This is an optimization exercise on Yosys and OpenROAD, whose aim is small area, not a production implementation. The RTL was checked by simulation tests, not by an equivalence proof against the original design. No activity file was given, so power comes from the tool's default toggle rates.

$ cat design/flow/design.v
module Sync_top(
    input   wire        PCK,
    input   wire        RSTN,
    input   wire        MRX_FLAG_RE,
    input   [14:0]      MAD,
    input   [31:0]      MDI,
    input   [31:0]      MBE,
    input               MWE,
    input   [9:0]       DI,
    output  [31:0]      MDO_SYNC_TOP,
    output  reg         HLOCK,
    output  reg         VLOCK,
    output  reg         SYNC_ACT,
    output  reg[9:0]    SYNC_DO
);
function [12:0] add12(input [11:0] a, input [11:0] b, input ci);
    integer i; reg c;
    begin
        c = ci;
        for (i = 0; i < 12; i = i + 1) begin
            add12[i] = a[i] ^ b[i] ^ c;
            c = (a[i] & b[i]) | (a[i] & c) | (b[i] & c);
        end
        add12[12] = c;
    end
endfunction
function cout12(input [11:0] a, input [11:0] b, input ci);
    integer i; reg c;
    begin
        c = ci;
        for (i = 0; i < 12; i = i + 1)
            c = (a[i] & b[i]) | (a[i] & c) | (b[i] & c);
        cout12 = c;
    end
endfunction
function [12:0] inc12(input [11:0] a, input ci);
    integer i; reg c;
    begin
        c = ci;
        for (i = 0; i < 12; i = i + 1) begin
            inc12[i] = a[i] ^ c;
            c = a[i] & c;
        end
        inc12[12] = c;
    end
endfunction
function cmp12(input [11:0] a, input [11:0] b, input eq);
    integer i; reg c;
    begin
        c = eq;
        for (i = 0; i < 12; i = i + 1)
            c = (~a[i] & b[i]) | (~a[i] & c) | (b[i] & c);
        cmp12 = c;
    end
endfunction
wire hi0 = (MAD[14:6] == 9'd0);
wire s16 = hi0 & (MAD[5:0] == 6'h16);
wire s17 = hi0 & (MAD[5:0] == 6'h17);
wire s18 = hi0 & (MAD[5:0] == 6'h18);
wire s19 = hi0 & (MAD[5:0] == 6'h19);
wire s20 = hi0 & (MAD[5:0] == 6'h20);
wire s21 = hi0 & (MAD[5:0] == 6'h21);
wire s2a = hi0 & (MAD[5:0] == 6'h2a);
wire s2b = hi0 & (MAD[5:0] == 6'h2b);
wire s30 = hi0 & (MAD[5:0] == 6'h30);
wire s31 = hi0 & (MAD[5:0] == 6'h31);
wire s32 = hi0 & (MAD[5:0] == 6'h32);
reg [10:0] SYNC_HSP, SYNC_VSP, SYNC_VTW, SYNC_HW, SYNC_VW;
reg [11:0] SYNC_HTW, DOT_H, DOT_V, DOT_W;
reg [2:0]  CH;
reg        SYNC_UP;
wire [11:0] wd = MDI[11:0];
wire [11:0] wm = MBE[11:0];
always @(posedge PCK or negedge RSTN) begin
    if (!RSTN) begin
        SYNC_HSP <= 11'd1;
        SYNC_VSP <= 11'd28;
        SYNC_HTW <= 12'd2200;
        SYNC_VTW <= 11'd1125;
        SYNC_HW  <= 11'd1920;
        SYNC_VW  <= 11'd1080;
        CH       <= 3'd0;
        SYNC_UP  <= 1'b0;
        DOT_H    <= 12'd960;
        DOT_V    <= 12'd540;
        DOT_W    <= 12'd10;
    end else if (MWE) begin
        if (s20) SYNC_HSP <= (wm[10:0] & wd[10:0]) | (~wm[10:0] & SYNC_HSP);
        if (s21) SYNC_VSP <= (wm[10:0] & wd[10:0]) | (~wm[10:0] & SYNC_VSP);
        if (s16) SYNC_HTW <= (wm & wd) | (~wm & SYNC_HTW);
        if (s17) SYNC_VTW <= (wm[10:0] & wd[10:0]) | (~wm[10:0] & SYNC_VTW);
        if (s18) SYNC_HW  <= (wm[10:0] & wd[10:0]) | (~wm[10:0] & SYNC_HW);
        if (s19) SYNC_VW  <= (wm[10:0] & wd[10:0]) | (~wm[10:0] & SYNC_VW);
        if (s2a) CH       <= (wm[2:0] & wd[2:0]) | (~wm[2:0] & CH);
        if (s2b) SYNC_UP  <= (wm[0] & wd[0]) | (~wm[0] & SYNC_UP);
        if (s30) DOT_H    <= (wm & wd) | (~wm & DOT_H);
        if (s31) DOT_V    <= (wm & wd) | (~wm & DOT_V);
        if (s32) DOT_W    <= (wm & wd) | (~wm & DOT_W);
    end
end
assign MDO_SYNC_TOP = {20'd0,
      ({12{s20}} & {1'b0, SYNC_HSP})
    | ({12{s21}} & {1'b0, SYNC_VSP})
    | ({12{s16}} & SYNC_HTW)
    | ({12{s17}} & {1'b0, SYNC_VTW})
    | ({12{s18}} & {1'b0, SYNC_HW})
    | ({12{s19}} & {1'b0, SYNC_VW})
    | ({12{s2a}} & {9'd0, CH})
    | ({12{s2b}} & {11'd0, SYNC_UP})
    | ({12{s30}} & DOT_H)
    | ({12{s31}} & DOT_V)
    | ({12{s32}} & DOT_W)};
wire aSYNC_UP = MWE & s2b;
reg [11:0] HCNT;
reg [10:0] VCNT;
wire [11:0] VCNT12 = {1'b0, VCNT};
wire [11:0] HSP12 = {1'b0, SYNC_HSP};
wire [11:0] VSP12 = {1'b0, SYNC_VSP};
wire [11:0] SH = add12(HSP12, {1'b0, SYNC_HW}, 1'b0);
wire [11:0] SV = add12(VSP12, {1'b0, SYNC_VW}, 1'b0);
wire ACT_H = cmp12(HSP12, HCNT, 1'b1) & cmp12(HCNT, SH, 1'b0);
wire ACT_V = cmp12(VSP12, VCNT12, 1'b1) & cmp12(VCNT12, {1'b0, SV[10:0]}, 1'b0);
wire ACT_T = ACT_H & ACT_V;
reg SYNC_ON;
always @(posedge PCK or negedge RSTN) begin
    if (!RSTN)             SYNC_ON <= 1'd0;
    else if (aSYNC_UP)     SYNC_ON <= 1'd1;
    else if (MRX_FLAG_RE)  SYNC_ON <= 1'd0;
end
wire CNT_RST = SYNC_ON & MRX_FLAG_RE;
wire [12:0] HINC = inc12(HCNT, 1'b1);
wire [12:0] VINC = inc12(VCNT12, 1'b1);
always @(posedge PCK or negedge RSTN) begin
    if (!RSTN)                  HCNT <= 12'b0;
    else if (HLOCK | CNT_RST)   HCNT <= 12'b0;
    else                        HCNT <= HINC[11:0];
end
always @(posedge PCK or negedge RSTN) begin
    if (!RSTN)           VCNT <= 11'b0;
    else if (CNT_RST)    VCNT <= 11'b0;
    else if (HLOCK) begin
        if (VLOCK)       VCNT <= 11'b0;
        else             VCNT <= VINC[10:0];
    end
end
wire [12:0] HTWM2 = add12(SYNC_HTW, 12'hFFE, 1'b0);
wire HEND = (HCNT == HTWM2[11:0]);
wire VEND = (VINC[11:0] == {1'b0, SYNC_VTW});
wire HTW_GE2 = |SYNC_HTW[11:1];
always @(posedge PCK or negedge RSTN) begin
    if (!RSTN) begin
        HLOCK <= 1'b0;
        VLOCK <= 1'b0;
        SYNC_ACT <= 1'b0;
    end else begin
        HLOCK <= HEND;
        VLOCK <= HEND & HTW_GE2 & VEND;
        SYNC_ACT <= ACT_T;
    end
end
reg [11:0] K_H, K_V;
reg TURN_H, TURN_V;
wire [12:0] ZH = add12(K_H, SH, 1'b0);
wire [12:0] ZV = add12(K_V, SV, 1'b0);
wire SH_GE21 = (SH > 12'd20);
wire SV_GE21 = (SV > 12'd20);
wire ZH_LE40 = (ZH[12:6] == 7'd0) & (ZH[5:0] <= 6'd40);
wire ZV_LE41 = (ZV[12:6] == 7'd0) & (ZV[5:0] <= 6'd41);
wire ZH_LEN  = ~ZH[12] | ((ZH[11:6] == 6'd0) & (ZH[5:0] <= 6'd40));
wire ZV_LEN  = ~ZV[12] | ((ZV[11:6] == 6'd0) & (ZV[5:0] <= 6'd41));
wire KH_GT19 = (K_H > 12'd19);
wire KV_GT20 = (K_V > 12'd20);
wire HI_H = KH_GT19 ? (SH_GE21 ? ZH_LEN : ZH_LE40) : (SH_GE21 & ZH_LE40);
wire HI_V = KV_GT20 ? (SV_GE21 ? ZV_LEN : ZV_LE41) : (SV_GE21 & ZV_LE41);
wire LO_H = ~KH_GT19 | cout12(K_H, HSP12, 1'b1);
wire LO_V = ~KV_GT20 | cout12(K_V, VSP12, 1'b0);
always @(posedge PCK or negedge RSTN) begin
    if (!RSTN) begin
        K_H <= 12'd18;       
        TURN_H <= 1'b1;
        K_V <= 12'd4088;     
        TURN_V <= 1'b1;
    end else begin
        if (VLOCK) begin
            if (HI_H)       TURN_H <= 1'b0;
            else if (LO_H)  TURN_H <= 1'b1;
            if (HI_V)       TURN_V <= 1'b0;
            else if (LO_V)  TURN_V <= 1'b1;
        end
        K_H <= add12(K_H, {{8{VLOCK & TURN_H}}, {3{VLOCK & ~TURN_H}}, 1'b0}, VLOCK);
        K_V <= add12(K_V, {{8{VLOCK & TURN_V}}, {3{VLOCK & ~TURN_V}}, 1'b0}, VLOCK);
    end
end
wire [11:0] PH = add12(HCNT, K_H, 1'b0);
wire [11:0] PV = add12(VCNT12, K_V, 1'b0);
wire PIXEL = (K_H > 12'd39) & (PH <= 12'd38)
           & ((K_V == 12'd0) | (K_V > 12'd40)) & (PV <= 12'd40);
wire DOT = cmp12(add12(DOT_V, ~DOT_W, 1'b1), VCNT12, 1'b1)
         & cmp12(VCNT12, add12(DOT_V, DOT_W, 1'b0), 1'b1)
         & cmp12(add12(DOT_H, ~DOT_W, 1'b1), HCNT, 1'b0)
         & cmp12(HCNT, add12(DOT_H, DOT_W, 1'b0), 1'b0);
always @(posedge PCK or negedge RSTN) begin
    if (!RSTN)
        SYNC_DO <= 10'b0;
    else if (ACT_T)
        case (CH)
            3'd1:    SYNC_DO <= {{8{PIXEL}}, 2'b0};
            3'd2:    SYNC_DO <= {HCNT[7:0], 2'b0};
            3'd3:    SYNC_DO <= {VCNT[7:0], 2'b0};
            3'd4:    SYNC_DO <= {HCNT[7:0] ^ VCNT[7:0], 2'b0};
            3'd5:    SYNC_DO <= {DI[7:0], 2'b0};
            3'd6:    SYNC_DO <= {2'b0, {8{DOT}}};
            default: SYNC_DO <= DI;
        endcase
    else
        SYNC_DO <= 10'b0;
end
endmodule
$ cat design/flow/flow/run.sh
#!/bin/bash
# Layout flow: the standard flow (standard.sh) with these changes.
#  * Synthesis: the standard script, except that Yosys's quick ABC pass
#    before adder extraction is skipped (synth -noabc), and the final ABC
#    technology mapping uses flow/abc_area.script (area-recovering mapping,
#    no buffering or sizing; placement repairs timing). The registers are the
#    standard synthesis's registers, in the same cell types; the standard
#    synthesis is run first and flow/match_regs.py gives each register the
#    instance name the standard synthesis gave it.
#  * Port buffers are plain buf_1 cells.
#  * Clock tree synthesis inserts no dummy balancing loads.
# Logs: std_synth.log, own_synth.log, standard_flow.log (make), orfs/logs/
# (each tool), std_logs/ (the standard synthesis's own tool logs).
set -euo pipefail
here=$PWD
res=$here/orfs/results/$FLOW_PLATFORM/Sync_top/base
logs=$here/orfs/logs/$FLOW_PLATFORM/Sync_top/base

# 1. the standard synthesis, for its register names
bash standard.sh synth > std_synth.log 2>&1
cp "$res/1_2_yosys.v" std_1_2_yosys.v
mkdir -p std_logs
cp "$logs"/1_* std_logs/ 2>/dev/null || true
rm -f "$res"/1_* "$logs"/1_*

# 2. own synthesis: ORFS's synth.tcl with the ABC script swapped after the preamble
python3 - "$FLOW_HOME/scripts/synth.tcl" "$here/core_synth.tcl" "$here/flow/abc_area.script" <<'PY'
import sys
src, dst, abc = sys.argv[1:]
v = open(src).read()
hook = "source $::env(SCRIPTS_DIR)/synth_preamble.tcl\n"
assert v.count(hook) == 1
v = v.replace(hook, hook + "set abc_args [lreplace $abc_args 1 1 {%s}]\n" % abc)
open(dst, "w").write(v)
PY
sed -e '1s/yosys synth -nofsm -noshare /yosys synth -nofsm -noshare -noabc /' \
    -e "s|source \$::env(SCRIPTS_DIR)/synth.tcl|source $here/core_synth.tcl|" \
    synth_recipe.tcl > own_synth.tcl
grep -q -- '-noabc' own_synth.tcl
grep -q "core_synth.tcl" own_synth.tcl
bash standard.sh "SYNTH_SCRIPT=$here/own_synth.tcl" "$res/1_2_yosys.v" > own_synth.log 2>&1

# 3. the standard synthesis's register names
python3 flow/match_regs.py std_1_2_yosys.v "$res/1_2_yosys.v" > match_regs.log 2>&1

# 4. the rest of the standard flow
bash standard.sh \
  "SYNTH_SCRIPT=$here/own_synth.tcl" \
  "BUFFER_PORTS_ARGS=-buffer_cell sky130_fd_sc_hd__buf_1" \
  "CTS_ARGS=-sink_clustering_enable -repair_clock_nets -sink_clustering_size 12 -buf_list {sky130_fd_sc_hd__clkbuf_4 sky130_fd_sc_hd__clkbuf_8} -root_buf sky130_fd_sc_hd__clkbuf_8 -sink_clustering_buffer sky130_fd_sc_hd__clkbuf_4 -dont_use_dummy_load" \
  finish > standard_flow.log 2>&1
$ cat design/flow/flow/abc_area.script
strash
&get -n
&st
&syn2
&dch -f
&nf -R 1000
&put
strash
&get -n
&st
&dch -f
&nf -R 1000
&put
topo
stime -c
$ cat design/flow/flow/match_regs.py
"""Give the registers of a netlist the instance names the standard synthesis
gave the same registers.

usage: match_regs.py STANDARD.v OWN.v

A register is identified by the net its Q pin drives, which is the RTL
register bit's name in both netlists. Private names (_123_) of OWN.v are moved
to _o123_ first so that the standard synthesis's private register names cannot
clash with them. Fails unless every register pairs, with the same cell type.
"""
import re
import sys

INST = re.compile(r'^(\s*)(sky130_fd_sc_hd__\w+)\s+(\\\S+|[\w$]+)\s*\((.*?)\);', re.M | re.S)
PRIV = re.compile(r'(?<![\w$\\\[])_(\d+)_(?![\w$])')


def regs(text):
    out = {}
    for m in INST.finditer(text):
        cell, name, pins = m.group(2), m.group(3).strip(), m.group(4)
        if not cell.startswith('sky130_fd_sc_hd__df'):
            continue
        q = re.search(r'\.Q\(\s*(\\\S+|[\w$\[\]]+)\s*\)', pins)
        if not q:
            sys.exit('register %s has no Q net' % name)
        net = q.group(1).strip()
        if net in out:
            sys.exit('two registers drive %s' % net)
        out[net] = (name, cell)
    return out


std_text = open(sys.argv[1]).read()
own_text = open(sys.argv[2]).read()
own_text = PRIV.sub(lambda m: '_o%s_' % m.group(1), own_text)

std = regs(std_text)
own = regs(own_text)
if set(std) != set(own):
    sys.exit('registers differ: %s' % sorted(set(std) ^ set(own))[:10])
rename = {}
for net, (name, cell) in own.items():
    sname, scell = std[net]
    if scell != cell:
        sys.exit('register %s: cell %s, standard %s' % (net, cell, scell))
    rename[name] = sname
if len(set(rename.values())) != len(rename):
    sys.exit('standard register names are not unique')


def fix(m):
    name = m.group(3).strip()
    if name not in rename:
        return m.group(0)
    new = rename[name]
    new = new + ' ' if new.startswith('\\') else new
    return m.group(0).replace(m.group(3), new, 1)


own_text = INST.sub(fix, own_text)
check = regs(own_text)
assert {n: v[0] for n, v in check.items()} == {n: v[0] for n, v in std.items()}
open(sys.argv[2], 'w').write(own_text)
print('renamed %d registers, %d kept their names' %
      (sum(1 for a, b in rename.items() if a != b), sum(1 for a, b in rename.items() if a == b)))
$ cat design/flow/standard.sh
#!/bin/bash
# synth_recipe.tcl (not shown) runs the flow's synth.tcl, then flattens the netlist and writes it again
# the make line also repeats each setting of config.mk as NAME=value (left out here)
make -C /OpenROAD-flow-scripts/flow DESIGN_CONFIG=/design/flow/config.mk WORK_HOME=/design/flow/orfs CLKGATE_MAP_FILE= SYNTH_SCRIPT=/design/flow/synth_recipe.tcl "${@:-finish}"
$ cat design/flow/config.mk
export PLATFORM = sky130hd
export DESIGN_NAME = Sync_top
export DESIGN_NICKNAME = Sync_top
export VERILOG_FILES = /design/flow/design.v
export SDC_FILE = /design/flow/constraint.sdc
export NUM_CORES = 4
export LEC_CHECK = 0
export CAP_MARGIN = 20
export CORE_MARGIN = 2
export CORE_UTILIZATION = 40
export SLEW_MARGIN = 20
$ cat design/flow/constraint.sdc
create_clock -name core_clock -period 6.7 [get_ports {PCK}]
set_input_delay 1.3400 -clock core_clock [delete_from_list [all_inputs] [get_ports {PCK}]]
set_output_delay 1.3400 -clock core_clock [all_outputs]
set_load 0.01 [all_outputs]
==> results of run 1 <==
==> worst max-delay path, delay by kind of cell (launching register included) <==
| family | cells | cell delay [ps] |
|---|---|---|
| AO/OA/AOI/OAI | 2 | 640 |
| AND/OR/NAND/NOR | 1 | 300 |
| adder cells (fa/ha/maj) | 12 | 4700 |
| buffers and inverters | 2 | 400 |
| flip-flops | 1 | 430 |
==> worst paths after layout <==
| kind | to | cells after the start | slack (ps) | startpoint |
|---|---|---|---|---|
| max | SYNC_DO[3] | 17 | 170 | flop |
| min | flop | 1 | 510 | flop |
| max reg2reg | SYNC_DO[3] | 17 | 170 | flop |
| min reg2reg | flop | 1 | 510 | flop |
| max in group asynchronous | asynchronous set/reset pin | 2 | 4520 | RSTN |
| min in group asynchronous | HCNT[1] | 1 | 850 | RSTN |
==> metal layers <==
layer | GRT usage, % | wire (microns) | up-vias | share of wire [%]
met5 | 0 | 0 | - | 0
met4 | 6.25 | 622 | 0 | 1.6
met3 | 3.76 | 2690 | 38 | 7.1
met2 | 40.2 | 17900 | 364 | 47
met1 | 35.5 | 16900 | 4948 | 44
li1 | - | - | 4338 | -
==> logic make-up after synthesis <==
kind of cell | after synthesis | share of synthesized area, %
muxes | 69 | 6.31
buffers and inverters | 86 | 3.23
DFF | 170 | 35.0
other | 1 | 0.0305
AOI/OAI and AO/OA | 248 | 13.7
xor gates and xnor gates | 32 | 2.28
and+or+nand+nor | 326 | 11.9
adders and majority gates | 205 | 27.5
==> where the power goes <==
group,switching [mW],internal (mW),leakage (nW),total [mW]
registers,0.0912,1.06,2.04,1.15
logic,0.202,0.111,3.74,0.313
clock network,0.351,0.224,0.122,0.575
==> cell type report <==
type,count,area (sq um),share of cell area [%]
clock buffer,17,234,1.72
inverter,66,248,1.82
multi-input combinational,900,7750,57.1
sequential,170,4310,31.7
tap,396,495,3.65
timing repair buffer,110,541,3.98
==> layout by cell type, fill, tap and decap left out, types with 5 or more instances in the layout <==
cell type / netlist / layout
a21oi_1: 63 / 63
fa_1: 122 / 115
xnor2_1: 19 / 19
conb_1: 1 / 20
o221ai_1: 6 / 6
ha_1: 43 / 43
buf_1: 0 / 76
dfrtp_1: 126 / 126
and2_0: 20 / 20
dfstp_2: 44 / 44
a22o_1: 5 / 5
buf_4: 20 / 33
nor3_1: 17 / 15
o21ai_0: 44 / 41
nand2_1: 135 / 135
nor2b_1: 14 / 14
xor2_1: 13 / 13
a22oi_1: 25 / 25
a221oi_1: 10 / 10
fa_2: 0 / 7
a222oi_1: 33 / 33
clkinv_1: 66 / 65
maj3_1: 40 / 40
mux2_1: 68 / 68
o22ai_1: 25 / 25
nand3_1: 30 / 30
nor2_1: 77 / 77
a211oi_1: 9 / 7
nand4_1: 6 / 6
o21a_1: 6 / 6
clkbuf_8: 0 / 17
nor4_1: 13 / 10
==> through the flow <==
stage / utilization, % / total power [mW] / hold slack (ps)
global placement: 43.6 / 1.46 / 486
detailed placement: 43.6 / 1.47 / 498
floorplan: - / 1.31 / 457
CTS: 44.4 / 2.04 / 511
global route: 44.6 / 2.13 / 546
finish: 44.6 / 2.04 / 511
==> timing repair <==
item | 4_1_cts | 5_1_grt
buffers inserted | 0 | 1
resized for setup | 0 | 20
endpoints found under the setup margin | 0 | 12
==> impl_metrics.yaml, run 1 <==
synthesis:
  most_used_standard_cells_in_the_synthesized_netlist: "135 x nand2_1, 126 x dfrtp_1, 122 x fa_1, 77 x nor2_1, 68 x mux2_1"
  yosys_register_bits: 170
  yosys_warnings: 1
  post-synth-top-count-cell: "nand2_1"
  seq_area_frac_synth_pct: 35.0
  synth_flop_cell: "dfrtp_1"
  syn-cell-area_sq_mm: 0.0123
  synth_cells: 1137
  postSynth.asyncResetShare_pct: 100
  synth_enable_flop_cells: 0
  post_synth_main_area_contributors: "dfrtp_1 26%, fa_1 20%, dfstp_2 9.4%, mux2_1 6.2%, ha_1 4.4%"
  synth_largest_type_area_fraction_pct: 25.6
  yosys.area.top_type: "dfrtp_1"
  syn_avg_cell_area_sq_um: 10.8
  ys_types: 48
cts:
  clk-insertion-delay-late_ps: 490
  cts_tree: "built"
  clk_pin_slew_ps: 100
  postCtsHoldBufs: 0
  clock_tree.root_cell: "clkbuf_8"
  h_tree_depth: 4
  numClockSinks: 170
  number_of_buffers_on_the_longest_clock_path: 2
  tritoncts.num_buffers: 17
route:
  drc: 0
  routed_wire_length_per_instance_microns: 23.0
  number_of_routed_nets_with_antenna_violations: 0
  avgViaCountPerCell: 5.84
  drt_iter0_markers: 1088
  num_vias: 9688
  drt_wl_total_microns: 38200
  drt_pre_antenna_iters: 6
setup_path:
  worstPathArrival_ps: 6920
  setup.worst_path.class: "reg -> reg"
  worst_ep_required_time_ps: 7090
  critical_path.max_stage_delay_ps: 460
  path_cells: "buf_4 -> ha_1 -> fa_1 -> fa_1 -> fa_1 -> fa_1 -> fa_1 -> fa_1 -> fa_1 -> fa_1 -> fa_1 -> fa_1 -> maj3_1 -> o211ai_1 -> nand3b_1 -> buf_4 -> o221a_1"
  worst_setup_path_end_kind: "flop"
  timing.critical_path.slowest_stage_cell: "fa_1"
  cp_max_fo: 6
  worst_path_most_repeated_cell: "fa_1"
  type_of_origin_of_the_critical_path: "flop"
floorplanning:
  start_util_pct: 40.4
  placeableCoreArea_sq_mm: 0.0304
  floorplan.die_area_sq_mm: 0.0322
  dieWidth_microns: 179
  chipHeight_microns: 179
  boundaryPins: 138
  row_count: 64
finish:
  fillerInstances: 2932
  syn2layout_area_growth_pct: 10.4
  layout.cells.non_filler: 1659
  design_area_sq_mm: 0.0136
  antennaDiodeCount: 0
  share_of_post_route_cells_with_drive_strength_above_1_pct: 8.95
  design.final.nets: 1523
placement:
  hpwlAfterDp_microns: 30000
  numPlacedInstances: 1641
  portBuffers: 77
  detailedPlace.worstSlack_ps: 3.94
  globalplace.congestion: 0.945
  placement.cell_area_sq_mm: 0.0133
sta:
  finalSetupViolCount: 0
  tightest_slew_ps: 1180
  timing.fmax_mhz: 153
  finalMaxSlewViolations: 0
  timing.clock.skew_ps: 35.4
  final_period_minus_worst_setup_slack_ps: 6530
  remaining_max_slew_budget_at_the_tightest_pin_pct: 20.8
  final-hold-violation-count: 0
  finalWorstSetupSlack_ps: 169
  min_period_over_period_pct: 97.5
  final.setup.tns_ps: 0
run_status:
  status: "complete, no violations"
global_route:
  gr-usage-all-layers_pct: 25.0
  grt_pass1_vias: 9813
  grt_antenna_before_repair: 1
  leftover_overflow_at_the_end_of_global_routing: 0
  first_pass_grt_wire_length_microns: 59100
  grt_start_max_net_pins: 74
flow_run:
  max_cap_violations: 0
power:
  leakagePower_nw: 5.90
  peakVddDrop_mv: 0.110
  power.density_mw_per_mm2: 150
hold_path:
  min-delay-path-class: "reg -> reg"
==> run 2: changes to the inputs <==
--- a/design/flow/flow/run.sh
+++ b/design/flow/flow/run.sh
@@ -47,5 +47,5 @@
 bash standard.sh \
   "SYNTH_SCRIPT=$here/own_synth.tcl" \
   "BUFFER_PORTS_ARGS=-buffer_cell sky130_fd_sc_hd__buf_1" \
-  "CTS_ARGS=-sink_clustering_enable -repair_clock_nets -sink_clustering_size 12 -buf_list {sky130_fd_sc_hd__clkbuf_4 sky130_fd_sc_hd__clkbuf_8} -root_buf sky130_fd_sc_hd__clkbuf_8 -sink_clustering_buffer sky130_fd_sc_hd__clkbuf_4 -dont_use_dummy_load" \
+  "CTS_ARGS=-sink_clustering_enable -repair_clock_nets -sink_clustering_size 15 -buf_list sky130_fd_sc_hd__clkbuf_8 -dont_use_dummy_load" \
   finish > standard_flow.log 2>&1
--- a/design/flow/config.mk
+++ b/design/flow/config.mk
@@ -8,4 +8,5 @@
 export CAP_MARGIN = 20
 export CORE_MARGIN = 2
 export CORE_UTILIZATION = 40
+export GPL_TIMING_DRIVEN = 0
 export SLEW_MARGIN = 20
==> run 2 against run 1 <==
  * Routed wire length up 0.19%
  * Critical endpoint is now TURN_H
  * Still clean
  * Utilization is 0.70 points higher
  * Sequential power hardly changed
  * Sequential cell count unchanged
  * First-iteration DRC count down 5.1%
  * Non-clock buffer count up 10
  * Worst hold slack better by 4.8 ps
  * Fmax increased by 0.67%
  * Largest power group unchanged
==> impl_metrics.yaml, run 2 <==
synthesis:
  synth_largest_type_area_fraction_pct: 25.6
  post_synth_main_area_contributors: "dfrtp_1 26%, fa_1 20%, dfstp_2 9.4%, mux2_1 6.2%, ha_1 4.4%"
  yosys_register_bits: 170
  postSynth.asyncResetShare_pct: 100
  syn_avg_cell_area_sq_um: 10.8
  synth_cells: 1137
  ys_types: 48
  most_used_standard_cells_in_the_synthesized_netlist: "135 x nand2_1, 126 x dfrtp_1, 122 x fa_1, 77 x nor2_1, 68 x mux2_1"
  synth_enable_flop_cells: 0
  seq_area_frac_synth_pct: 35.0
  post-synth-top-count-cell: "nand2_1"
  synth_flop_cell: "dfrtp_1"
  yosys.area.top_type: "dfrtp_1"
  yosys_warnings: 1
  syn-cell-area_sq_mm: 0.0123
finish:
  share_of_post_route_cells_with_drive_strength_above_1_pct: 11.1
  syn2layout_area_growth_pct: 12.1
  design_area_sq_mm: 0.0138
  mostFrequentLayoutCell: "nand2_1"
  design.final.nets: 1533
  layout.cells.most_common_list: "135 x nand2_1, 122 x dfrtp_1, 110 x fa_1, 76 x buf_1, 73 x nor2_1"
sta:
  timing.fmax_mhz: 154
  final_period_minus_worst_setup_slack_ps: 6490
  hold_ws_ps: 515
  remaining_max_slew_budget_at_the_tightest_pin_pct: 14.4
  finalMaxSlewViolations: 0
  finalSetupViolCount: 0
  final.setup.tns_ps: 0
  final-hold-violation-count: 0
  timing.clock.skew_ps: 43.9
  min_period_over_period_pct: 96.8
  tightest_slew_ps: 1280
cts:
  clk-insertion-delay-late_ps: 530
  h_tree_depth: 4
  tritoncts.num_buffers: 17
  clock_tree.root_cell: "clkbuf_8"
  clk_pin_slew_ps: 80
  cts_tree: "built"
  number_of_buffers_on_the_longest_clock_path: 2
  numClockSinks: 170
route:
  drt_wl_total_microns: 38300
  drc: 0
  routed_wire_length_per_instance_microns: 22.9
  drt_iter0_markers: 1032
  num_vias: 9730
  number_of_routed_nets_with_antenna_violations: 0
  avgViaCountPerCell: 5.82
  drt_pre_antenna_iters: 7
placement:
  globalplace.congestion: 0.927
  hpwlAfterDp_microns: 30300
  placement.cell_area_sq_mm: 0.0134
  portBuffers: 77
power:
  leakagePower_nw: 5.97
  p_clk_share_pct: 28.6
  sw_frac_of_total_pct: 31.9
  internal-power_mw: 1.39
  sequentialPowerShare_pct: 56.8
  comb_power_share_pct: 14.6
  power.density_mw_per_mm2: 148
  peakVddDrop_mv: 0.110
  p_switching_mw: 0.653
global_route:
  leftover_overflow_at_the_end_of_global_routing: 0
  grt_start_max_net_pins: 33
  grt_pass1_vias: 9907
  first_pass_grt_wire_length_microns: 58800
  grt_antenna_before_repair: 0
  gr-usage-all-layers_pct: 25.1
floorplanning:
  floorplan.die_area_sq_mm: 0.0322
  row_count: 64
  start_util_pct: 40.4
  placeableCoreArea_sq_mm: 0.0304
  boundaryPins: 138
  chipHeight_microns: 179
  dieWidth_microns: 179
setup_path:
  worst_setup_path_end_kind: "flop"
  worst_ep_required_time_ps: 7110
  reg2reg_slack_ps: 210
  type_of_origin_of_the_critical_path: "flop"
  worstPathArrival_ps: 6890
  critPathTopFamily: "adder cells"
  critical_path.max_stage_delay_ps: 550
  setup.worst_path.class: "reg -> reg"
  cp_max_fo: 3
  worstPathBufferInverterCount: 0
  worst_path_most_repeated_cell: "fa_1"
  path_cells: "ha_1 -> fa_2 -> fa_1 -> fa_1 -> fa_1 -> fa_1 -> fa_2 -> fa_1 -> fa_1 -> fa_1 -> fa_1 -> fa_1 -> fa_1 -> nor4_2 -> nand3_1 -> o31ai_1 -> a21oi_1"
  timing.critical_path.slowest_stage_cell: "dfstp_2"
run_status:
  status: "complete, no violations"
hold_path:
  min-delay-path-class: "reg -> reg"
flow_run:
  max_cap_violations: 0
==> run 2: cell counts after synthesis <==
No cell type changed its count.
==> run 2: path summary, 6_finish.rpt <==
kind,endpoint,startpoint,cells after the start
setup / recovery,TURN_H,flop,17
min in group asynchronous,SYNC_DO[3],RSTN,1
hold / removal,flop,flop,1
max in group asynchronous,asynchronous set/reset pin,RSTN,5
hold reg to reg,flop,flop,1
setup reg to reg,TURN_H,flop,17
==> run 2: worst reg2reg max path, cell delays in order, from the launching register on <==
cell and delay [ps]:
dfstp_2 550, ha_1 170, fa_2 480, fa_1 450, fa_1 400, fa_1 420, fa_1 410, fa_2 390
fa_1 410, fa_1 410, fa_1 400, fa_1 390, fa_1 390, fa_1 460, nor4_2 180, nand3_1 130
o31ai_1 260, a21oi_1 100
==> run 2: per-stage QoR <==
step | utilization, % | power, mW | std cells | worst slack [ps]
after floorplan | - | 1.31 | 1156 | 539
after global placement | 43.2 | 1.45 | 1629 | -4000
after detailed placement | 44.0 | 1.47 | 1643 | -201
after CTS | 44.9 | 2.05 | 1662 | 2.16
after global routing | 45.3 | 2.14 | 1669 | -9.07
final | 45.3 | 2.05 | 1671 | 213
==> run 2: cell type report <==
cell class,count,area [sq um]
flip-flops and latches,170,4310
repair buffers,100,544
clock buffers,17,234
inverters,66,249
fillers,2923,16600
well taps,396,495
diodes,2,5.00
plain buffers,20,150
multi-input cells,900,7800
==> run 2: kinds of logic after synthesis <==
group,Yosys count,share of synthesized area (%)
muxes,69,6.31
DFF,170,35.0
AOI/OAI and AO/OA,248,13.7
other,1,0.0305
xor gates and xnor gates,32,2.28
and+or+nand+nor,326,11.9
adders and majority gates,205,27.5
buffers and inverters,86,3.23
==> run 2: timing repair <==
item / 4_1_cts / 5_1_grt
pin swaps: 3 / 7
hold buffers: 0 / 0
endpoints found under the hold margin: 0 / 0
setup buffers: 2 / 7
gates resized for setup: 5 / 24
endpoints found under the setup margin: 8 / 12
==> run 2: power by group through the flow <==
| stage | Combinational (mW) | Sequential [mW] | Clock (mW) |
|---|---|---|---|
| CTS | 0.294 | 1.16 | 0.600 |
| floorplan | 0.173 | 1.13 | 0 |
| global placement | 0.273 | 1.18 | 0 |
| global route | 0.340 | 1.17 | 0.635 |
| detailed placement | 0.288 | 1.18 | 0 |
| finish | 0.300 | 1.16 | 0.585 |
==> run 2: per-layer routing <==
layer / up-vias / wire (microns) / global-route usage [%]
met5: - / 0 / 0
met4: 0 / 720 / 7.90
met3: 39 / 2810 / 4.07
met2: 384 / 18200 / 40.5
met1: 4938 / 16500 / 34.8
li1: 4369 / - / -
==> run 3: changes to the inputs <==
--- a/design/flow/config.mk
+++ b/design/flow/config.mk
@@ -7,6 +7,5 @@
 export LEC_CHECK = 0
 export CAP_MARGIN = 20
 export CORE_MARGIN = 2
-export CORE_UTILIZATION = 40
-export GPL_TIMING_DRIVEN = 0
+export CORE_UTILIZATION = 30
 export SLEW_MARGIN = 20
==> run 3 against run 2 <==
  * Clock skew shrank 5.3 ps
  * Cell count grew 7.4%
  * Die area grew 33%
  * Design area shrank 0.20%
  * First-iteration DRC count grew 2.9%
  * Register-to-register slack lost 30 ps
  * Worst setup slack lost 30 ps
  * Highest routed layer unchanged
==> impl_metrics.yaml, run 3 <==
setup_path:
  worst_ep_required_time_ps: 7090
  worstRegToRegCells: 17
  worstPathArrival_ps: 6900
  worst_setup_path_end_kind: "flop"
  type_of_origin_of_the_critical_path: "flop"
  cp_max_fo: 5
  setup.worst_path.class: "reg -> reg"
synthesis:
  synth_enable_flop_cells: 0
  post-synth-top-count-cell: "nand2_1"
  synth_cells: 1137
  yosys.area.top_type: "dfrtp_1"
  synth_flop_cell: "dfrtp_1"
  seq_area_frac_synth_pct: 35.0
  most_used_standard_cells_in_the_synthesized_netlist: "135 x nand2_1, 126 x dfrtp_1, 122 x fa_1, 77 x nor2_1, 68 x mux2_1"
  yosys_register_bits: 170
  yosys_warnings: 1
  syn-cell-area_sq_mm: 0.0123
  post_synth_main_area_contributors: "dfrtp_1 26%, fa_1 20%, dfstp_2 9.4%, mux2_1 6.2%, ha_1 4.4%"
  syn_avg_cell_area_sq_um: 10.8
  postSynth.asyncResetShare_pct: 100
  ys_types: 48
  synth_largest_type_area_fraction_pct: 25.6
sta:
  finalMaxSlewViolations: 0
  timing.clock.skew_ps: 38.7
  timing.fmax_mhz: 153
  hold_ws_ps: 519
  grt_setup_unrepaired: "false"
  final-hold-violation-count: 0
  finalSetupViolCount: 0
  final_period_minus_worst_setup_slack_ps: 6520
  tightest_slew_ps: 1130
  remaining_max_slew_budget_at_the_tightest_pin_pct: 24.2
  finalWorstSetupSlack_ps: 183
  min_period_over_period_pct: 97.3
  final.setup.tns_ps: 0
finish:
  mostFrequentLayoutCell: "nand2_1"
  syn2layout_area_growth_pct: 11.9
  share_of_post_route_cells_with_drive_strength_above_1_pct: 9.43
  fillerInstances: 4115
  design.final.nets: 1522
  layout.cells.non_filler: 1795
  layout.cells.most_common_list: "135 x nand2_1, 125 x dfrtp_1, 107 x fa_1, 77 x nor2_1, 76 x buf_1"
  post-route-util_pct: 33.9
  design_area_sq_mm: 0.0138
placement:
  hpwlAfterDp_microns: 30600
  portBuffers: 77
  globalplace.congestion: 0.948
  numPlacedInstances: 1777
  detailedPlace.worstSlack_ps: 45.4
  placement.cell_area_sq_mm: 0.0135
global_route:
  grt_start_max_net_pins: 98
  first_pass_grt_wire_length_microns: 59800
  grt_pass1_vias: 9954
  leftover_overflow_at_the_end_of_global_routing: 0
  grt_antenna_before_repair: 1
  gr-usage-all-layers_pct: 18.9
floorplanning:
  boundaryPins: 138
  dieWidth_microns: 207
  start_util_pct: 30.3
  floorplan.die_area_sq_mm: 0.0426
  placeableCoreArea_sq_mm: 0.0406
  row_count: 74
  chipHeight_microns: 207
route:
  routed_wire_length_per_instance_microns: 21.7
  num_vias: 9750
  drc: 0
  number_of_routed_nets_with_antenna_violations: 0
  avgViaCountPerCell: 5.43
  drt_iter0_markers: 1062
  drt_wl_total_microns: 38900
  drt_pre_antenna_iters: 8
cts:
  number_of_buffers_on_the_longest_clock_path: 2
  clk-insertion-delay-late_ps: 520
  clock_tree.root_cell: "clkbuf_8"
  h_tree_depth: 4
  numClockSinks: 170
  tritoncts.num_buffers: 17
  cts_tree: "built"
  clk_pin_slew_ps: 90
hold_path:
  min-delay-path-class: "reg -> reg"
  min_delay_path_depth: 1
flow_run:
  max_cap_violations: 0
run_status:
  status: "complete, no violations"
power:
  leakagePower_nw: 5.88
  power.density_mw_per_mm2: 149
  peakVddDrop_mv: 0.106
  post-layout-total-power_mw: 2.05
[run 3: where the power goes]
part / internal (mW) / switching [mW] / leakage [nW]
sequential: 1.06 / 0.0907 / 2.04
combinational: 0.111 / 0.205 / 3.72
clock: 0.224 / 0.359 / 0.122
[run 3: worst max-delay path, cell delays in order, from the launching register on]
cell      delay (ps)
dfrtp_2          450
buf_4            170
ha_1             200
fa_1             400
fa_1             410
fa_1             400
fa_1             410
fa_1             410
fa_1             420
fa_1             410
fa_1             440
fa_1             410
fa_1             450
maj3_1           330
o211ai_1         450
nand3b_1         220
buf_4            200
o221a_1          220
[run 3: final cells by class]
| type | count | area (sq um) | share of cell area, % |
|---|---|---|---|
| Sequential cell | 170 | 4310 | 31.3 |
| Clock buffer | 17 | 234 | 1.70 |
| Tap cell | 532 | 666 | 4.84 |
| Inverter | 66 | 248 | 1.80 |
| Multi-Input combinational cell | 900 | 7760 | 56.4 |
| Timing Repair Buffer | 109 | 546 | 3.96 |
| Antenna cell | 1 | 2.50 | 0.0182 |
[run 3: per-layer routing]
| metal | global-route usage (%) | vias to the layer above | routed length [microns] |
|---|---|---|---|
| li1 | - | 4346 | - |
| met1 | 26.1 | 4958 | 17300 |
| met2 | 29.8 | 382 | 18000 |
| met3 | 3.34 | 64 | 2500 |
| met4 | 6.89 | 0 | 1090 |
| met5 | 0 | - | 0 |
[run 3: path summary, 6_finish.rpt]
check,from,endpoint,slack (ps)
max in group asynchronous,RSTN,K_H[4],4660
hold / removal,flop,flop,520
setup reg to reg,flop,SYNC_DO[3],180
hold reg to reg,flop,flop,520
min in group asynchronous,RSTN,asynchronous set/reset pin,970
setup / recovery,flop,SYNC_DO[3],180
[run 3: logic make-up after synthesis]
group	count (synthesis)	share of synthesized area, %
compound gates	248	13.7
xor+xnor	32	2.28
fa+ha+maj	205	27.5
buf+inv	86	3.23
flops	170	35.0
mux	69	6.31
other cells	1	0.0305
simple gates	326	11.9
[run 3: timing repair]
item                       CTS  global route
hold buffers                 0             0
resized for setup            0            25
setup endpoints to repair    0            12
buffers inserted             0             0
==> run 4: changes to the inputs <==
--- a/design/flow/config.mk
+++ b/design/flow/config.mk
@@ -7,5 +7,5 @@
 export LEC_CHECK = 0
 export CAP_MARGIN = 20
 export CORE_MARGIN = 2
-export CORE_UTILIZATION = 30
+export CORE_UTILIZATION = 55
 export SLEW_MARGIN = 20
==> run 4 against run 3 <==
  * Clock skew increased by 11 ps
  * Routed wire length shrank 1.6%
  * Synthesized cell count is the same
  * Still clean
  * Critical endpoint is now SYNC_DO[7]
  * Clock power about the same
  * Synthesized area did not move
  * Register-to-register slack hardly changed
  * Utilization increased by 28 points
  * Fmax fell by 0.19%
  * First-iteration DRC count decreased by 14%
==> impl_metrics.yaml, run 4 <==
floorplanning:
  placeableCoreArea_sq_mm: 0.0219
  start_util_pct: 56.2
  chipHeight_microns: 154
  boundaryPins: 138
  dieWidth_microns: 154
  row_count: 54
  floorplan.die_area_sq_mm: 0.0236
setup_path:
  setup.worst_path.class: "reg -> reg"
  worst_setup_path_endpoint: "SYNC_DO[7]"
  type_of_origin_of_the_critical_path: "flop"
  worst_ep_required_time_ps: 7080
  reg2reg_slack_ps: 170
  worst_setup_path_end_kind: "flop"
  worstReg2RegEnd: "SYNC_DO[7]"
  cp_max_fo: 6
  worstPathArrival_ps: 6910
  worstRegToRegCells: 21
cts:
  postCtsHoldBufs: 0
  h_tree_depth: 4
  clk-insertion-delay-late_ps: 500
  number_of_buffers_on_the_longest_clock_path: 2
  numClockSinks: 170
  cts_tree: "built"
  clock_tree.root_cell: "clkbuf_8"
  clk_pin_slew_ps: 80
  tritoncts.num_buffers: 17
sta:
  finalWorstSetupSlack_ps: 170
  tightest_slew_ps: 1110
  finalSetupViolCount: 0
  timing.fmax_mhz: 153
  final.setup.tns_ps: 0
  final-hold-violation-count: 0
  hold_ws_ps: 499
  remaining_max_slew_budget_at_the_tightest_pin_pct: 26.0
  final_period_minus_worst_setup_slack_ps: 6530
  min_period_over_period_pct: 97.5
  finalMaxSlewViolations: 0
  timing.clock.skew_ps: 50.1
flow_run:
  max_cap_violations: 0
finish:
  share_of_post_route_cells_with_drive_strength_above_1_pct: 9.41
  syn2layout_area_growth_pct: 9.38
  fillerInstances: 1880
  post-route-util_pct: 61.5
  antennaDiodeCount: 0
  multi_input_gate_area_in_the_final_layout_sq_mm: 0.00775
  design.final.nets: 1524
  mostFrequentLayoutCell: "nand2_1"
  design_area_sq_mm: 0.0135
  regArea_sq_mm: 0.00431
  layout.cells.most_common_list: "135 x nand2_1, 125 x dfrtp_1, 110 x fa_1, 77 x nor2_1, 76 x buf_1"
  layout.cells.non_filler: 1544
global_route:
  leftover_overflow_at_the_end_of_global_routing: 0
  grt_start_max_net_pins: 171
  gr-usage-all-layers_pct: 33.4
  grt_antenna_before_repair: 1
  grt_pass1_vias: 10000
  first_pass_grt_wire_length_microns: 58700
power:
  power.density_mw_per_mm2: 152
  leakagePower_nw: 5.89
  peakVddDrop_mv: 0.123
  post-layout-total-power_mw: 2.05
route:
  num_vias: 9816
  drt_wl_total_microns: 38300
  met3_wirelength_microns: 3030
  drt_iter0_markers: 912
  routed_wire_length_per_instance_microns: 24.8
  wl_met1_microns: 16200
  wl_met2_microns: 17700
  drt_pre_antenna_iters: 8
  drc: 0
  number_of_routed_nets_with_antenna_violations: 0
  avgViaCountPerCell: 6.36
  topmost_layer_with_routed_signal_wires: "met5"
synthesis:
  post-synth-top-count-cell: "nand2_1"
  seq_area_frac_synth_pct: 35.0
  synth_flop_cell: "dfrtp_1"
  post_synth_main_area_contributors: "dfrtp_1 26%, fa_1 20%, dfstp_2 9.4%, mux2_1 6.2%, ha_1 4.4%"
  ys_types: 48
  syn-cell-area_sq_mm: 0.0123
  yosys.area.top_type: "dfrtp_1"
  synth_cells: 1137
  synth_largest_type_area_fraction_pct: 25.6
  postSynth.asyncResetShare_pct: 100
  syn_avg_cell_area_sq_um: 10.8
  synth_enable_flop_cells: 0
  most_used_standard_cells_in_the_synthesized_netlist: "135 x nand2_1, 126 x dfrtp_1, 122 x fa_1, 77 x nor2_1, 68 x mux2_1"
  yosys_register_bits: 170
  yosys_warnings: 1
placement:
  globalplace.congestion: 0.928
  placement.cell_area_sq_mm: 0.0131
  portBuffers: 77
  numPlacedInstances: 1526
  detailedPlace.worstSlack_ps: 7.84
  hpwlAfterDp_microns: 29200
hold_path:
  min-delay-path-class: "reg -> reg"
run_status:
  status: "complete, no violations"
==> run 4: cell type report <==
type	instances	area share (%)
clock buffer	17	1.74
timing repair buffer	111	4.17
multi-input combinational	900	57.6
sequential	170	32.0
tap	280	2.60
inverter	66	1.84
==> run 4: worst min path at each step <==
stage / from / end / cells after the start
floorplan: flop / flop / 2
global placement: flop / flop / 2
detailed placement: flop / flop / 2
CTS: flop / flop / 2
global route: flop / flop / 2
finish: flop / flop / 2
==> run 4: worst max-delay path: stages, from the launching register on <==
cell,delay [ps]
dfrtp_2,450
buf_4,170
ha_1,190
fa_1,380
fa_1,390
fa_1,420
fa_1,400
fa_1,410
fa_1,410
fa_1,420
fa_1,420
fa_1,420
fa_1,530
o22ai_1,80
o21ai_0,270
a21oi_1,120
nor2_1,140
o211ai_1,250
nand3b_1,180
buf_4,170
a211oi_2,40
nor3_1,180
==> run 4: metal layers <==
layer	vias up	global-route usage [%]
li1	4343	-
met4	2	13.1
met2	418	52.6
met5	-	0
met1	4969	45.4
met3	84	7.53
==> run 4: power breakdown <==
part           internal, mW  switching, mW  leakage (nW)
Sequential             1.06         0.0817          2.04
Combinational         0.114          0.212          3.73
Clock                 0.225          0.361         0.122
==> run 4: cells by family after synthesis <==
| group | count (synthesis) | share of synthesized area (%) |
|---|---|---|
| mux | 69 | 6.31 |
| other cells | 1 | 0.0305 |
| buf+inv | 86 | 3.23 |
| xor+xnor | 32 | 2.28 |
| flops | 170 | 35.0 |
| compound gates | 248 | 13.7 |
| simple gates | 326 | 11.9 |
| fa+ha+maj | 205 | 27.5 |
==> run 4: what timing repair did <==
| action | CTS | global route |
|---|---|---|
| resized for setup | 2 | 20 |
| pin swaps | 0 | 5 |
| setup endpoints to repair | 4 | 11 |
| setup buffers | 0 | 1 |
==> run 5: changes to the inputs <==
--- a/design/flow/config.mk
+++ b/design/flow/config.mk
@@ -7,5 +7,7 @@
 export LEC_CHECK = 0
 export CAP_MARGIN = 20
 export CORE_MARGIN = 2
-export CORE_UTILIZATION = 55
+export CORE_UTILIZATION = 40
+export CTS_BUF_LIST = sky130_fd_sc_hd__clkbuf_8
+export CTS_CLUSTER_SIZE = 15
 export SLEW_MARGIN = 20
==> run 5 against run 4 <==
  * Still clean on timing, DRC and antenna
  * Worst setup slack got worse by 1.1 ps
  * Global-route usage decreased by 8.4 points
  * Synthesized area unchanged
  * Sequential cell count unchanged
  * Critical path depth decreased by 4
  * Combinational power decreased by 4%
  * Design area increased by 0.89%
  * Via count decreased by 1.3%
  * Utilization decreased by 17 points
  * Sequential share of layout area decreased by 0.29 points
  * Synthesized cell count unchanged
  * Critical endpoint is now SYNC_DO[3]
  * Largest cell class unchanged
==> impl_metrics.yaml, run 5 <==
setup_path:
  worst_ep_required_time_ps: 7090
  type_of_origin_of_the_critical_path: "flop"
  timing.critical_path.slowest_stage_cell: "fa_1"
  path_cells: "buf_4 -> ha_1 -> fa_1 -> fa_1 -> fa_1 -> fa_1 -> fa_1 -> fa_1 -> fa_1 -> fa_1 -> fa_1 -> fa_1 -> maj3_1 -> o211ai_1 -> nand3b_1 -> buf_4 -> o221a_1"
  critical_path.max_stage_delay_ps: 460
  worstRegToRegCells: 17
  worstPathArrival_ps: 6920
  setup.worst_path.class: "reg -> reg"
  worst_setup_path_end_kind: "flop"
  worst_path_most_repeated_cell: "fa_1"
  cp_max_fo: 6
  reg2reg_slack_ps: 170
floorplanning:
  row_count: 64
  floorplan.die_area_sq_mm: 0.0322
  start_util_pct: 40.4
  placeableCoreArea_sq_mm: 0.0304
  boundaryPins: 138
  chipHeight_microns: 179
  dieWidth_microns: 179
route:
  wl_met2_microns: 17900
  drt_pre_antenna_iters: 6
  num_vias: 9688
  number_of_routed_nets_with_antenna_violations: 0
  routed_wire_length_per_instance_microns: 23.0
  drc: 0
  topmost_layer_with_routed_signal_wires: "met4"
  drt_wl_total_microns: 38200
  drt_iter0_markers: 1088
  avgViaCountPerCell: 5.84
  wl_met1_microns: 16900
  met3_wirelength_microns: 2690
synthesis:
  yosys_warnings: 1
  yosys.area.top_type: "dfrtp_1"
  most_used_standard_cells_in_the_synthesized_netlist: "135 x nand2_1, 126 x dfrtp_1, 122 x fa_1, 77 x nor2_1, 68 x mux2_1"
  yosys_register_bits: 170
  synth_largest_type_area_fraction_pct: 25.6
  syn-cell-area_sq_mm: 0.0123
  synth_cells: 1137
  post-synth-top-count-cell: "nand2_1"
  seq_area_frac_synth_pct: 35.0
  post_synth_main_area_contributors: "dfrtp_1 26%, fa_1 20%, dfstp_2 9.4%, mux2_1 6.2%, ha_1 4.4%"
  synth_flop_cell: "dfrtp_1"
  syn_avg_cell_area_sq_um: 10.8
  ys_types: 48
  synth_enable_flop_cells: 0
  postSynth.asyncResetShare_pct: 100
hold_path:
  min-delay-path-class: "reg -> reg"
  min_delay_path_depth: 1
sta:
  finalMaxSlewViolations: 0
  final-hold-violation-count: 0
  finalWorstSetupSlack_ps: 169
  final.setup.tns_ps: 0
  timing.clock.skew_ps: 35.4
  hold_ws_ps: 511
  tightest_slew_ps: 1180
  final_period_minus_worst_setup_slack_ps: 6530
  timing.fmax_mhz: 153
  finalSetupViolCount: 0
  remaining_max_slew_budget_at_the_tightest_pin_pct: 20.8
  min_period_over_period_pct: 97.5
placement:
  portBuffers: 77
  detailedPlace.worstSlack_ps: 3.94
  globalplace.congestion: 0.945
  hpwlAfterDp_microns: 30000
  placement.cell_area_sq_mm: 0.0133
  numPlacedInstances: 1641
cts:
  h_tree_depth: 4
  clk-insertion-delay-late_ps: 490
  postCtsHoldBufs: 0
  numClockSinks: 170
  clock_tree.root_cell: "clkbuf_8"
  number_of_buffers_on_the_longest_clock_path: 2
  clk_pin_slew_ps: 100
  tritoncts.num_buffers: 17
  cts_tree: "built"
global_route:
  grt_start_max_net_pins: 74
  grt_antenna_before_repair: 1
  grt_pass1_vias: 9813
  first_pass_grt_wire_length_microns: 59100
  gr-usage-all-layers_pct: 25.0
  leftover_overflow_at_the_end_of_global_routing: 0
finish:
  syn2layout_area_growth_pct: 10.4
  layout.cells.non_filler: 1659
  design.final.nets: 1523
  share_of_post_route_cells_with_drive_strength_above_1_pct: 8.95
  multi_input_gate_area_in_the_final_layout_sq_mm: 0.00775
  antennaDiodeCount: 0
  post-route-util_pct: 44.6
  fillerInstances: 2932
  design_area_sq_mm: 0.0136
  layout.cells.most_common_list: "135 x nand2_1, 126 x dfrtp_1, 115 x fa_1, 77 x nor2_1, 76 x buf_1"
  regArea_sq_mm: 0.00431
  mostFrequentLayoutCell: "nand2_1"
run_status:
  status: "complete, no violations"
power:
  post-layout-total-power_mw: 2.04
  peakVddDrop_mv: 0.110
  power.density_mw_per_mm2: 150
  leakagePower_nw: 5.90
flow_run:
  max_cap_violations: 0
[run 5: cell count changes in the layout (fill, tap and decap cells not counted), moves of 2 or more]
cell | previous run | this run
fa_1 | 110 | 115
o21ai_0 | 43 | 41
o21ai_1 | 1 | 3
fa_2 | 12 | 7
[run 5: power by group]
| part | internal (mW) | switching, mW | leakage (nW) |
|---|---|---|---|
| Sequential | 1.06 | 0.0912 | 2.04 |
| Combinational | 0.111 | 0.202 | 3.74 |
| Clock | 0.224 | 0.351 | 0.122 |
[run 5: cells by family after synthesis]
logic type                 synth area share (%)
buffers and inverters                      3.23
adders and majority gates                  27.5
AOI/OAI and AO/OA                          13.7
xor gates and xnor gates                   2.28
muxes                                      6.31
other                                    0.0305
and+or+nand+nor                            11.9
DFF                                        35.0
[run 5: path summary, 6_finish.rpt]
kind,to
hold reg to reg,flop
max in group asynchronous,asynchronous set/reset pin
min in group asynchronous,HCNT[1]
setup reg to reg,SYNC_DO[3]
hold / removal,flop
setup / recovery,SYNC_DO[3]
[run 5: layout make-up]
type,count,area share [%]
Multi-Input combinational cell,900,57.1
Sequential cell,170,31.7
Timing Repair Buffer,110,3.98
Tap cell,396,3.65
Inverter,66,1.82
Clock buffer,17,1.72
[run 5: repair_timing]
item / in CTS / in global routing
setup endpoints to repair: 0 / 12
resized for setup: 0 / 20
setup buffers: 0 / 1
[run 5: per-layer routing]
| layer | vias up | GRT usage (%) |
|---|---|---|
| met3 | 38 | 3.76 |
| met1 | 4948 | 35.5 |
| met4 | 0 | 6.25 |
| met2 | 364 | 40.2 |
| met5 | - | 0 |
| li1 | 4338 | - |
[run 5: worst max-delay path, delay by kind of cell, from the launching register on]
kind | cells | cell delay [ps]
fa+ha+maj | 12 | 4700
simple gates | 1 | 300
flops | 1 | 430
compound gates | 2 | 640
buf+inv | 2 | 400

-- what the ideal ports hide --
In the flow no input, the clock included, has a driving cell. The finished layouts below were timed again as built, in two steps.
Step 1, drivers: a clkbuf_16 drives PCK and a buf_2 each remaining input, both assumed.
Step 2 times the ports against the registers' clock, not the clock port: input delays grow and output delays shrink by t, the midpoint of the rising clock arrivals with the driver on.
Slacks: ideal ports / drivers / drivers and shift; pairs: ideal ports / drivers.
run	shift t [ns]	slack for setup (ns)	slew at the worst register clock pin (ns)
run 1	0.525	0.169 / 0.169 / 0.169	0.11 / 0.11
run 2	0.548	0.213 / 0.213 / 0.213	0.12 / 0.12
run 3	0.536	0.183 / 0.183 / 0.183	0.11 / 0.11
run 4	0.519	0.170 / 0.170 / 0.170	0.12 / 0.12
run 5	0.525	0.169 / 0.169 / 0.169	0.11 / 0.11
After both steps setup and hold are still met in every run listed.
